This design comes from an exercise in tuning for small area on the open sky130 flow, not from production work.
The RTL was checked by simulation tests, not by an equivalence proof against the original design.
Power and IR drop assume default switching activity.

exp/indigo:
==> flow/design.v (excerpt) <==
module Act3_RPCalculator #(parameter N_debouncer = 10) (
        input  logic        clk, resetN,
        input  logic        Enter, Undo, DisplayFormat,
        input  logic [15:0] DataIn,
        output logic [3:0]  Flags,
        output logic [7:0]  CurrentState,
        output logic [6:0]  Segments,
        output logic [4:0]  Anodes
    );
    logic resetN_aux, resetN_sync, reset;
    always_ff @(posedge clk) begin
        resetN_aux  <= resetN;
        resetN_sync <= resetN_aux;
    end
    assign reset = ~resetN_sync;
    logic enter_p, undo_p, fmt;
    rpn_debounce #(10) db_enter (.clk(clk), .rst(reset), .PB(Enter),
        .pressed_pulse(enter_p), .pressed_status());
    rpn_debounce #(10) db_undo  (.clk(clk), .rst(reset), .PB(Undo),
        .pressed_pulse(undo_p), .pressed_status());
    rpn_debounce #(N_debouncer) db_fmt   (.clk(clk), .rst(reset), .PB(DisplayFormat),
        .pressed_pulse(), .pressed_status(fmt));
    logic [7:0] st;
    rpn_fsm fsm (.clk(clk), .reset(reset), .enter_p(enter_p), .undo_p(undo_p), .st(st));
    assign CurrentState = st;
    logic [15:0] disp, R;
    logic        r_ne_in;
    rpn_alu alu (.clk(clk), .reset(reset), .ld_a(st[1]), .ld_b(st[3]), .ld_op(st[5]),
        .ld_res(st[6]), .show(st[7]), .DataIn(DataIn), .Flags(Flags), .R(R), .r_ne_in(r_ne_in));
    logic [18:0] bcd;
    logic        bcd_valid;
    rpn_conv conv (.clk(clk), .reset(reset), .ld_res(st[6]), .show(st[7]), .r_ne_in(r_ne_in),
        .DataIn(DataIn), .R(R), .disp(disp), .bcd(bcd), .bcd_valid(bcd_valid));
    rpn_disp dsp (.clk(clk), .reset(reset), .fmt(fmt), .disp(disp), .bcd(bcd), .bcd_valid(bcd_valid),
        .Segments(Segments), .Anodes(Anodes));
endmodule
For scale: about 700 cells after synthesis, roughly 6100 µm² of cells after synthesis.
==> flow/config.mk <==
export PLATFORM = sky130hd
export DESIGN_NAME = Act3_RPCalculator
export DESIGN_NICKNAME = Act3_RPCalculator
export VERILOG_FILES = /design/flow/design.v
export SDC_FILE = /design/flow/constraint.sdc
export NUM_CORES = 4
export LEC_CHECK = 0
export ABC_AREA = 1
export CAP_MARGIN = 20
export CORE_MARGIN = 2
export CORE_UTILIZATION = 60
export SLEW_MARGIN = 20
==> flow/constraint.sdc <==
create_clock -name core_clock -period 7.0 [get_ports {clk}]
set_input_delay 1.4000 -clock core_clock [delete_from_list [all_inputs] [get_ports {clk}]]
set_output_delay 1.4000 -clock core_clock [all_outputs]
set_load 0.01 [all_outputs]
standard.sh (not shown) runs the stock make flow with config.mk's settings and CLKGATE_MAP_FILE= SYNTH_SCRIPT=/design/flow/synth_recipe.tcl, a recipe that flattens the netlist after the stock synthesis.
==> flow/flow/run.sh <==
#!/bin/bash
# Own layout flow: the standard flow, with the combinational logic of the
# standard synthesis re-mapped by an area-oriented ABC script (no adder cells,
# no buffers on pass-through wires),
# and the smallest buffer on the ports. Registers (names, count, cell types)
# are those of the standard synthesis; the flow checks this before using the
# re-mapped netlist and falls back to the standard netlist otherwise.
set -euo pipefail
W=$(pwd)
R=$W/orfs/results/$FLOW_PLATFORM/Act3_RPCalculator/base

# 1. the standard synthesis (the reference for register names)
bash standard.sh synth > $W/std_synth.log 2>&1
cp $R/1_2_yosys.v $W/std_1_2_yosys.v

# 2. the same synthesis script with another ABC script and no adder mapping
rm -rf $W/own_scripts $W/own
cp -r $FLOW_HOME/scripts $W/own_scripts
cp $W/flow/abc_area.script $W/own_scripts/abc_area.script
make -C $FLOW_HOME DESIGN_CONFIG=$W/config.mk WORK_HOME=$W/own CLKGATE_MAP_FILE= \
    SYNTH_SCRIPT=$W/synth_recipe.tcl SCRIPTS_DIR=$W/own_scripts ABC_AREA=1 ADDER_MAP_FILE= SYNTH_INSBUF=0 \
    synth > $W/own_synth.log 2>&1 || true
OWN=$W/own/results/$FLOW_PLATFORM/Act3_RPCalculator/base/1_2_yosys.v

# 3. use it only if it has exactly the standard synthesis's registers
if [[ -f $OWN ]] && python3 $W/flow/check_regs.py $W/std_1_2_yosys.v $OWN > $W/check_regs.log 2>&1; then
    cp $OWN $R/1_2_yosys.v
    echo "using the re-mapped netlist" >> $W/check_regs.log
else
    echo "using the standard netlist" >> $W/check_regs.log
fi
rm -f $R/1_synth.odb $R/1_synth.sdc

# 4. the rest of the standard flow
# clock tree and port buffer settings
source $W/flow/knobs.sh
bash standard.sh "BUFFER_PORTS_ARGS=-buffer_cell $PORT_BUF" "CTS_ARGS=$CTS" $EXTRA finish > $W/std_layout.log 2>&1
==> flow/flow/knobs.sh <==
PORT_BUF=sky130_fd_sc_hd__buf_1
CTS="-sink_clustering_enable -repair_clock_nets -dont_use_dummy_load"
CTS="$CTS -buf_list {sky130_fd_sc_hd__clkbuf_4} -root_buf sky130_fd_sc_hd__clkbuf_8"
CTS="$CTS -sink_clustering_size 30 -sink_clustering_max_diameter 150 -sink_clustering_levels 2 -sink_clustering_buffer sky130_fd_sc_hd__clkbuf_8"
EXTRA=""
Other scripts of this flow, unchanged in this note and not shown: flow/flow/abc_area.script, flow/flow/check_regs.py
Looking at the reports, exp/indigo completed the entire flow and the layout it produced met the timing, design-rule and antenna checks.
diff inputs: exp/indigo => exp/ember
==> flow/flow/knobs.sh <==
PORT_BUF=sky130_fd_sc_hd__buf_1
CTS="-sink_clustering_enable -repair_clock_nets -dont_use_dummy_load"
CTS="$CTS -buf_list {sky130_fd_sc_hd__clkbuf_4} -root_buf sky130_fd_sc_hd__clkbuf_8"
CTS="$CTS -sink_clustering_size 16 -sink_clustering_max_diameter 60 -sink_clustering_levels 1"
EXTRA=""
Notes after the runs:
Diff exp/ember..exp/indigo | number of sequential storage elements | unchanged. | post-route non-filler standard cell count | exp/indigo vs exp/ember | ≈ equal |. The switching power was comparable across exp/ember and exp/indigo. Comparing exp/indigo against exp/ember, there is no change at all in total of buffers placed on input and output ports. Between exp/ember and exp/indigo, the difference in final period demand of the worst path is negligible. exp/indigo -> exp/ember: total power draw delta 0, exact match. As far as final number of max-transition violations goes, exp/ember and exp/indigo are indistinguishable; the numbers are identical. Clock slew seen by the registers of the worst setup and hold paths delta (exp/ember -> exp/indigo): insignificant. As far as worst clock skew on the final layout goes, exp/ember and exp/indigo are indistinguishable; the numbers are identical. Switching power as a share of total power: exp/indigo vs exp/ember, no meaningful difference.
> inputs changed (exp/ember -> exp/tundra)
==> flow/flow/knobs.sh <==
# settings for run.sh
PORT_BUF=sky130_fd_sc_hd__buf_1
# clock tree: small buffers and no dummy loads
CTS="-sink_clustering_enable -repair_clock_nets -dont_use_dummy_load"
CTS="$CTS -buf_list {sky130_fd_sc_hd__clkbuf_4} -root_buf sky130_fd_sc_hd__clkbuf_8"
CTS="$CTS -sink_clustering_size 16 -sink_clustering_max_diameter 60"
EXTRA=""
Notes after the runs:
- No stage failed in exp/tundra, and the final checks on the layout all came back clean.
- Changes observed in exp/tundra relative to exp/ember: switching part of the total has remained practically unchanged; core footprint has remained practically unchanged; number of cells upsized or downsized after cts has remained practically unchanged.

[port drivers added, routing unchanged]
How much do the figures lean on ideal ports? The routed layouts below were timed once more, with nothing changed but the port constraints. Step 1, drivers: a clkbuf_16 drives clk and a buf_2 each remaining input, both assumed. Step 2 times the ports against the registers' clock, not the clock port: input delays grow and output delays shrink by t, the midpoint of the rising clock arrivals with the driver on. Slacks: ideal ports / drivers / drivers and shift; pairs: ideal ports / drivers.
run	t, ns	setup WS [ns]	worst setup path after step 2
exp/indigo	0.453	0.797 / 0.772 / 0.797	register to register
exp/ember	0.453	0.797 / 0.772 / 0.797	register to register
exp/tundra	0.453	0.797 / 0.772 / 0.797	register to register
After both steps setup and hold are still met in every run listed.
